Background: an optimization exercise with open tools, aiming at small area and a short achievable clock period. Do not read the settings as production practice.
The RTL was checked by simulation tests, not by an equivalence proof against the original design.

==> build 47 <==
==> flow/design.v (excerpt) <==
module PE#(
    parameter d_width = 32,
    parameter a_width = 8,
    parameter iact_size =  5,
    parameter kernel_size = 3
)
(
    input start,
    input clk, rst_n,
    input [d_width -1 : 0] weight,
    input [d_width -1 : 0] iact,
    output reg load_weight,
    output reg load_iact,
    output reg done,
    output reg [d_width -1 : 0] pe_out
);
==> flow/config.mk <==
export PLATFORM = sky130hd
export DESIGN_NAME = PE
export DESIGN_NICKNAME = PE
export VERILOG_FILES = /design/flow/design.v
export SDC_FILE = /design/flow/constraint.sdc
export NUM_CORES = 4
export LEC_CHECK = 0
export CAP_MARGIN = 20
export CORE_MARGIN = 2
export CORE_UTILIZATION = 60
export CTS_BUF_LIST = sky130_fd_sc_hd__clkbuf_16
export CTS_CLUSTER_DIAMETER = 60
export CTS_CLUSTER_SIZE = 30
export SLEW_MARGIN = 20
export BUFFER_PORTS_ARGS = -buffer_cell sky130_fd_sc_hd__buf_2
export SETUP_SLACK_MARGIN = 6.6
==> flow/constraint.sdc <==
create_clock -name core_clock -period 10.0 [get_ports {clk}]
set_input_delay 2.0000 -clock core_clock [delete_from_list [all_inputs] [get_ports {clk}]]
set_output_delay 2.0000 -clock core_clock [all_outputs]
set_load 0.01 [all_outputs]
standard.sh (not shown) runs the stock make flow with config.mk's settings and CLKGATE_MAP_FILE= SYNTH_SCRIPT=/design/flow/synth_recipe.tcl, a recipe that flattens the netlist after the stock synthesis.
==> flow/flow/run.sh <==
#!/bin/bash
# Layout flow: the standard layout (standard.sh) with two changes:
#  - the port buffers are buf_2 cells instead of the cell buffer_ports picks;
#  - timing repair aims at 6.6 ns of setup slack at the 10 ns clock.
set -euo pipefail
cat >> config.mk <<'EOC'
export BUFFER_PORTS_ARGS = -buffer_cell sky130_fd_sc_hd__buf_2
export SETUP_SLACK_MARGIN = 6.6
EOC
bash standard.sh > standard.log 2>&1
==> build 37 (differences from build 47) <==
==> flow/flow/run.sh (replaced) <==
#!/bin/bash
# Layout flow: the standard layout (standard.sh) with two changes:
#  - the port buffers are buf_2 cells instead of the cell buffer_ports picks;
#  - timing repair aims at 6.9 ns of setup slack at the 10 ns clock.
set -euo pipefail
cat >> config.mk <<'EOC'
export BUFFER_PORTS_ARGS = -buffer_cell sky130_fd_sc_hd__buf_2
export SETUP_SLACK_MARGIN = 6.9
EOC
bash standard.sh > standard.log 2>&1
--- a/flow/config.mk
+++ b/flow/config.mk
@@ -14,3 +14,3 @@
 export SLEW_MARGIN = 20
 export BUFFER_PORTS_ARGS = -buffer_cell sky130_fd_sc_hd__buf_2
-export SETUP_SLACK_MARGIN = 6.6
+export SETUP_SLACK_MARGIN = 6.9
==> trial 18 (differences from build 47) <==
==> flow/run.sh (new file) <==
#!/bin/bash
# synth_recipe.tcl (not shown) runs the flow's synth.tcl, then flattens the netlist and writes it again
# the make line also repeats each setting of config.mk as NAME=value (left out here)
make -C /OpenROAD-flow-scripts/flow DESIGN_CONFIG=/design/flow/config.mk WORK_HOME=/design/flow/orfs CLKGATE_MAP_FILE= SYNTH_SCRIPT=/design/flow/synth_recipe.tcl finish
--- a/flow/config.mk
+++ b/flow/config.mk
@@ -13,4 +13,2 @@
 export CTS_CLUSTER_SIZE = 30
 export SLEW_MARGIN = 20
-export BUFFER_PORTS_ARGS = -buffer_cell sky130_fd_sc_hd__buf_2
-export SETUP_SLACK_MARGIN = 6.6
removed: flow/flow/run.sh
removed: flow/standard.sh
==> build 45 (differences from build 47) <==
==> flow/flow/run.sh (replaced) <==
#!/bin/bash
# Layout flow: the standard layout (standard.sh), with the port buffers
# made as buf_2 cells instead of the cell buffer_ports picks by default.
set -euo pipefail
cat >> config.mk <<'EOC'
export BUFFER_PORTS_ARGS = -buffer_cell sky130_fd_sc_hd__buf_2
EOC
bash standard.sh > standard.log 2>&1
--- a/flow/config.mk
+++ b/flow/config.mk
@@ -14,3 +14,2 @@
 export SLEW_MARGIN = 20
 export BUFFER_PORTS_ARGS = -buffer_cell sky130_fd_sc_hd__buf_2
-export SETUP_SLACK_MARGIN = 6.6
==> impl.org <==
** Outcome
- The flow ran to the end and the layout has no timing, DRC or antenna violations.

** Layout
- In the final layout, the share of cells above drive strength 1 is 0.1158.

** Routing
- The detailed router finished its first iteration with 1,480 violations.
- In the routed layout, each cell is associated on average with a via count of 5.689.

** Critical path
- Register-to-register setup slack :: 6.70 ns
- The worst setup path is of the reg2reg kind.

** Global routing
- Aggregate global-route resource usage :: 0.2831

** Timing
- Period Utilization, post-route :: 0.3304
- Unrepaired setup endpoints after global routing :: true
(the above is from build 47)
==> impl.org <==
** Routing
- In this run, the number of DRC markers left after iteration 0 of detailed routing was 1,396.
- In the routed layout, each cell is associated on average with a via count of 5.665.

** Critical path
- The critical path is of the reg2out type.
- The worst register-to-register path has a setup slack of 6.52 ns.

** Global routing
- Aggregate global-route resource usage :: 0.2844

** Outcome
- The flow ran to the end and the layout has no timing, DRC or antenna violations.

** Layout
- Of all the cell area in the finished design, non-clock buffers hold 0.03568.
- Share of final-layout standard cells stronger than drive strength 1 :: 0.06477

** Timing
- In the finished design, the share of the clock period the worst path needs comes to 0.3504.
- Slew Viols, Final :: 0
- Setup repair after global routing left no endpoint under its margin.
(the above is from trial 18)
==> impl.org <==
** Routing
- Drt first-iter violations :: 1,460
- Vias per Instance :: 5.671

** Timing
- Period Utilization, post-route :: 0.3424
- Setup repair after global routing left no endpoint under its margin.

** Critical path
- The critical path is of the reg2reg type.

** Global routing
- Aggregate global-route resource usage :: 0.2831

** Outcome
- Status :: no timing/DRC/antenna violations

** Layout
- Share of final-layout standard cells stronger than drive strength 1 :: 0.09880
(the above is from build 45)
==> impl.org <==
** Global routing
- Aggregate global-route resource usage :: 0.2877

** CTS
- CTS H-tree depth :: 2
- Clock latency on the worst-skew pair, taken at its later pin, is 0.61 ns.

** Critical path
- Register-to-register setup slack :: 6.80 ns
- Setup CP Type :: reg2reg
- The worst setup path is launched from a flip-flop.

** Layout
- In the final layout, the share of cells above drive strength 1 is 0.2119.
- For this run, the share of the core covered by cells in the final layout is 0.6928.

** Die
- The total area inside the core boundary comes to 0.04745 mm².
- Starting utilization of the core area :: 0.6037
- Area enclosed by the die boundary :: 0.04950 mm²

** Timing
- Setup repair after global routing could not meet its margin everywhere.
- Period Utilization, post-route :: 0.3199

** Routing
- Vias per Instance :: 5.736

** Outcome
- The flow ran to the end and the layout has no timing, DRC or antenna violations.
(the above is from build 37)

-- re-timing with driven ports --
The flow's constraints put no driver on any port. The routed layouts listed below were extracted and timed again, unchanged, in two steps. Step 1 (the two cells are an assumption about what drives the block):
set clk [get_ports {clk}]
set_driving_cell -lib_cell sky130_fd_sc_hd__clkbuf_16 $clk
set_driving_cell -lib_cell sky130_fd_sc_hd__buf_2 [delete_from_list [all_inputs] $clk]
Step 2 moves the port delays by t, midway between the first and last clock arrival at a register: inputs arrive t later, outputs are due t later. That takes back most of the time a late clock gives input paths. Slacks: ideal / step 1 / step 2; pairs: ideal / step 1.
| run | t (ns) | slack for setup (ns) | worst hold slack (ns) | pins driven straight from the clock port |
|---|---|---|---|---|
| build 47 | 0.651 | 6.696 / 6.696 / 6.696 | 0.327 / 0.327 / 0.327 | 1 |
| build 37 | 0.644 | 6.801 / 6.801 / 6.801 | 0.326 / 0.326 / 0.326 | 1 |
| trial 18 | 0.645 | 6.496 / 6.439 / 6.524 | 0.305 / 0.305 / 0.305 | 1 |
| build 45 | 0.649 | 6.576 / 6.576 / 6.576 | 0.326 / 0.326 / 0.326 | 1 |
After both steps every run listed still meets setup and hold.
